From an optimization exercise on the open Yosys and OpenROAD flow, aimed at small area and a short achievable clock period; shortcuts taken in it are not production practice. Function was checked by simulation only, so behaviour that the tests miss may differ from the original.

Setup of rev 12:
==> flow/design.v <==
module ifetcher_top #(parameter PCW=32, parameter IW=32, parameter CW=8) (
	iClk,
	iResetn,
	fromCache_resp,
	fromCache_instr,
	toCache_req,
	toCache_pc,
	iJumpVld,
	iJumpPC,
	fromDec_RE,
	toDec_RD,
	toDec_empty,
	oTimeoutFatal
);
	input iClk,iResetn;
	input fromCache_resp;
	input iJumpVld;
	input [PCW-1:0] iJumpPC;
	input [IW*4-1:0] fromCache_instr;
	input fromDec_RE;
	output toCache_req;
	output [PCW-1:0] toCache_pc;
	output oTimeoutFatal;
	output [IW*4-1:0] toDec_RD;
	output toDec_empty;
	localparam N = 7;
	localparam W = IW*4;
	reg [PCW-1:0] rPC;
	wire [PCW-1:0] pc = iJumpVld ? iJumpPC : rPC;
	assign toCache_pc = pc;
	wire [PCW-1:0] pcInc = {pc[PCW-1:2] + 1'b1, pc[1:0]};
	always @(posedge iClk or negedge iResetn) begin
		if (!iResetn)
			rPC <= {PCW{1'b0}};
		else if (fromCache_resp)
			rPC <= pcInc;
		else
			rPC <= pc;
	end
	reg rReq;
	reg rFullD;  
	reg [CW-1:0] rCnt;
	reg rFatal;
	reg rJumpPend;
	reg rFlush;
	reg [2:0] rCount;
	reg rFilled;  
	reg rEmptyD;  
	assign toCache_req = rReq;
	assign oTimeoutFatal = rFatal;
	assign toDec_empty = ~rFilled;
	wire cntZero = ~|rCnt;
	wire clear = rFlush | (rJumpPend & cntZero);
	wire [CW-1:0] cntNext = fromCache_resp ? {CW{1'b0}} :
	                        ~rFullD ? rCnt + 1'b1 : rCnt;
	wire [2:0] countNext = clear ? 3'd0 :
	                       rCount + {2'b0,fromCache_resp} - {2'b0,fromDec_RE};
	always @(posedge iClk or negedge iResetn) begin
		if (!iResetn) begin
			rReq <= 1'b0;
			rFullD <= 1'b1;
			rCnt <= {CW{1'b0}};
			rFatal <= 1'b0;
			rJumpPend <= 1'b0;
			rFlush <= 1'b0;
			rCount <= 3'd0;
			rFilled <= 1'b0;
			rEmptyD <= 1'b1;
		end else begin
			rReq <= (rCount < 3'd6);
			rFullD <= (rCount >= 3'd6);
			rCnt <= cntNext;
			rFatal <= &cntNext;
			if (iJumpVld)
				rJumpPend <= 1'b1;
			else if (rFlush)
				rJumpPend <= 1'b0;
			rFlush <= ~rFlush & rJumpPend & cntZero;
			rCount <= countNext;
			rFilled <= (countNext != 3'd0);
			rEmptyD <= (countNext == 3'd0);
		end
	end
	localparam NB = N-1;
	reg [NB-1:0] rWSel, rRSel;
	reg rBEmpty;
	reg [W-1:0] rHead;
	reg [W-1:0] ring [0:NB-1];
	wire toHead = rEmptyD | (fromDec_RE & rBEmpty);
	wire ringWr = fromCache_resp & ~toHead;
	wire ringRd = fromDec_RE & ~rBEmpty;
	always @(posedge iClk or negedge iResetn) begin
		if (!iResetn) begin
			rWSel <= {{NB-1{1'b0}},1'b1};
			rRSel <= {{NB-1{1'b0}},1'b1};
			rBEmpty <= 1'b1;
		end else begin
			if (clear) begin
				rWSel <= {{NB-1{1'b0}},1'b1};
				rRSel <= {{NB-1{1'b0}},1'b1};
			end else begin
				if (ringWr)
					rWSel <= {rWSel[NB-2:0],rWSel[NB-1]};
				if (ringRd)
					rRSel <= {rRSel[NB-2:0],rRSel[NB-1]};
			end
			rBEmpty <= (countNext <= 3'd1);
		end
	end
	integer i;
	always @(posedge iClk) begin
		for (i = 0; i < NB; i = i + 1)
			if (fromCache_resp & rWSel[i])
				ring[i] <= fromCache_instr;
	end
	wire [NB-1:0] rdSel = rRSel & {NB{~rBEmpty}};
	reg [W-1:0] headD;
	always @(*) begin
		headD = fromCache_instr & {W{rBEmpty}};
		for (i = 0; i < NB; i = i + 1)
			headD = headD | (ring[i] & {W{rdSel[i]}});
	end
	always @(posedge iClk) begin
		if (fromDec_RE | rEmptyD)
			rHead <= headD;
	end
	assign toDec_RD = rHead;
endmodule
Settings: LEC_CHECK=0, ABC_CLOCK_PERIOD_IN_PS=2000, CAP_MARGIN=20, CORE_MARGIN=2, CORE_UTILIZATION=65, PLACE_DENSITY=0.7, SETUP_SLACK_MARGIN=2.0, SLEW_MARGIN=20, TNS_END_PERCENT=0; clock period 4.0 ns.
standard.sh (not shown) runs the stock make flow with config.mk's settings and CLKGATE_MAP_FILE= SYNTH_SCRIPT=/design/flow/synth_recipe.tcl, a recipe that flattens the netlist after the stock synthesis.
==> flow/flow/run.sh <==
#!/bin/bash
# Standard synthesis, then a small netlist rewrite of the toCache_pc muxes
# (flow/eco_pc.tcl), then the standard layout with plain buf_1 port buffers
# and a clock tree of larger leaf clusters without dummy loads; pin
# placement constrained by flow/io.tcl.
set -euo pipefail
export BUFFER_PORTS_ARGS="-buffer_cell sky130_fd_sc_hd__buf_1"
export IO_CONSTRAINTS="$PWD/flow/io.tcl"
export CTS_ARGS="-sink_clustering_enable -repair_clock_nets -dont_use_dummy_load -buf_list sky130_fd_sc_hd__clkbuf_16 -sink_clustering_size 28 -sink_clustering_max_diameter 80"
bash standard.sh synth > flow_synth.log 2>&1
R=orfs/results/${FLOW_PLATFORM}/ifetcher_top/base
ECO_IN=$R/1_synth.odb ECO_OUT=$R/1_synth.odb openroad -no_init -exit flow/eco_pc.tcl > flow_eco.log 2>&1
bash standard.sh > flow_make.log 2>&1
Other scripts of this flow, unchanged in this note and not shown: flow/flow/eco_pc.tcl, flow/flow/io.tcl
Rev 12 has completed all stages; timing, DRC and antenna checks passed.
--- input diff rev 12..rev 13 ---
-- flow/design.v --
<<< rev 12, line 39
	end
	reg rReq;
	reg rFullD;  
	reg [CW-1:0] rCnt;
	reg rFatal;
>>> rev 13, line 39
	end
	reg rReq;
	reg [CW-1:0] rCnt;
	reg rFatal;
<<< rev 12, line 46
	reg [2:0] rCount;
	reg rFilled;  
	reg rEmptyD;  
	assign toCache_req = rReq;
	assign oTimeoutFatal = rFatal;
>>> rev 13, line 45
	reg [2:0] rCount;
	reg rFilled;  
	assign toCache_req = rReq;
	assign oTimeoutFatal = rFatal;
<<< rev 12, line 53
	wire clear = rFlush | (rJumpPend & cntZero);
	wire [CW-1:0] cntNext = fromCache_resp ? {CW{1'b0}} :
	                        ~rFullD ? rCnt + 1'b1 : rCnt;
	wire [2:0] countNext = clear ? 3'd0 :
	                       rCount + {2'b0,fromCache_resp} - {2'b0,fromDec_RE};
>>> rev 13, line 51
	wire clear = rFlush | (rJumpPend & cntZero);
	wire [CW-1:0] cntNext = fromCache_resp ? {CW{1'b0}} :
	                        rReq ? rCnt + 1'b1 : rCnt;
	wire [2:0] countNext = clear ? 3'd0 :
	                       rCount + {2'b0,fromCache_resp} - {2'b0,fromDec_RE};
<<< rev 12, line 59
		if (!iResetn) begin
			rReq <= 1'b0;
			rFullD <= 1'b1;
			rCnt <= {CW{1'b0}};
			rFatal <= 1'b0;
>>> rev 13, line 57
		if (!iResetn) begin
			rReq <= 1'b0;
			rCnt <= {CW{1'b0}};
			rFatal <= 1'b0;
<<< rev 12, line 66
			rCount <= 3'd0;
			rFilled <= 1'b0;
			rEmptyD <= 1'b1;
		end else begin
			rReq <= (rCount < 3'd6);
			rFullD <= (rCount >= 3'd6);
			rCnt <= cntNext;
			rFatal <= &cntNext;
>>> rev 13, line 63
			rCount <= 3'd0;
			rFilled <= 1'b0;
		end else begin
			rReq <= (rCount < 3'd6);
			rCnt <= cntNext;
			rFatal <= &cntNext;
<<< rev 12, line 79
			rCount <= countNext;
			rFilled <= (countNext != 3'd0);
			rEmptyD <= (countNext == 3'd0);
		end
	end
>>> rev 13, line 74
			rCount <= countNext;
			rFilled <= (countNext != 3'd0);
		end
	end
<<< rev 12, line 87
	reg [W-1:0] rHead;
	reg [W-1:0] ring [0:NB-1];
	wire toHead = rEmptyD | (fromDec_RE & rBEmpty);
	wire ringWr = fromCache_resp & ~toHead;
	wire ringRd = fromDec_RE & ~rBEmpty;
>>> rev 13, line 81
	reg [W-1:0] rHead;
	reg [W-1:0] ring [0:NB-1];
	wire toHead = ~rFilled | (fromDec_RE & rBEmpty);
	wire ringWr = fromCache_resp & ~toHead;
	wire ringRd = fromDec_RE & ~rBEmpty;
<<< rev 12, line 122
	end
	always @(posedge iClk) begin
		if (fromDec_RE | rEmptyD)
			rHead <= headD;
	end
>>> rev 13, line 116
	end
	always @(posedge iClk) begin
		if (fromDec_RE | ~rFilled)
			rHead <= headD;
	end
## What came out
The lower via count came out of rev 12.
Against rev 12, rev 13 comes in 0.014 ns lower on clock skew.
Rev 12 -> rev 13: number of clock-tree buffers in the layout decreased by a few percent
Going from rev 12 to rev 13, worst setup slack increased 0.014 ns; final antenna-violating net count has remained practically unchanged; fraction of standard cell area in multi-input logic did not really move; area of the mapped netlist now sits lower.
Rev 13 has completed all stages; timing, DRC and antenna checks passed.
Between rev 13 and rev 12, the global-route usage is lower for rev 12.

-- afterwards: timing with drivers on the ports --
Ports are ideal in the flow. The routed layouts listed here were re-timed in OpenROAD. Step 1 (the two cells are an assumption about what drives the block):
set clk [get_ports {iClk}]
set_driving_cell -lib_cell sky130_fd_sc_hd__clkbuf_16 $clk
set_driving_cell -lib_cell sky130_fd_sc_hd__buf_2 [delete_from_list [all_inputs] $clk]
Step 2 adds t to the input delays and takes it off the output delays; t is the mean of the earliest and latest rising clock arrival at the registers after step 1. Input paths then give back, and output paths get back, about the clock's delay inside the block. Slacks: ideal ports / drivers / drivers and shift; pairs: ideal ports / drivers.
run	t (ns)	setup slack, ns	worst setup path after step 2
rev 12	0.631	1.851 / 1.683 / 1.234	input to register
rev 13	0.637	1.865 / 1.748 / 1.238	input to register
After both steps every run listed still meets setup and hold. For rev 13, which loses most, drivers alone change the setup slack by -0.117 ns; drivers and shift together by -0.627 ns.
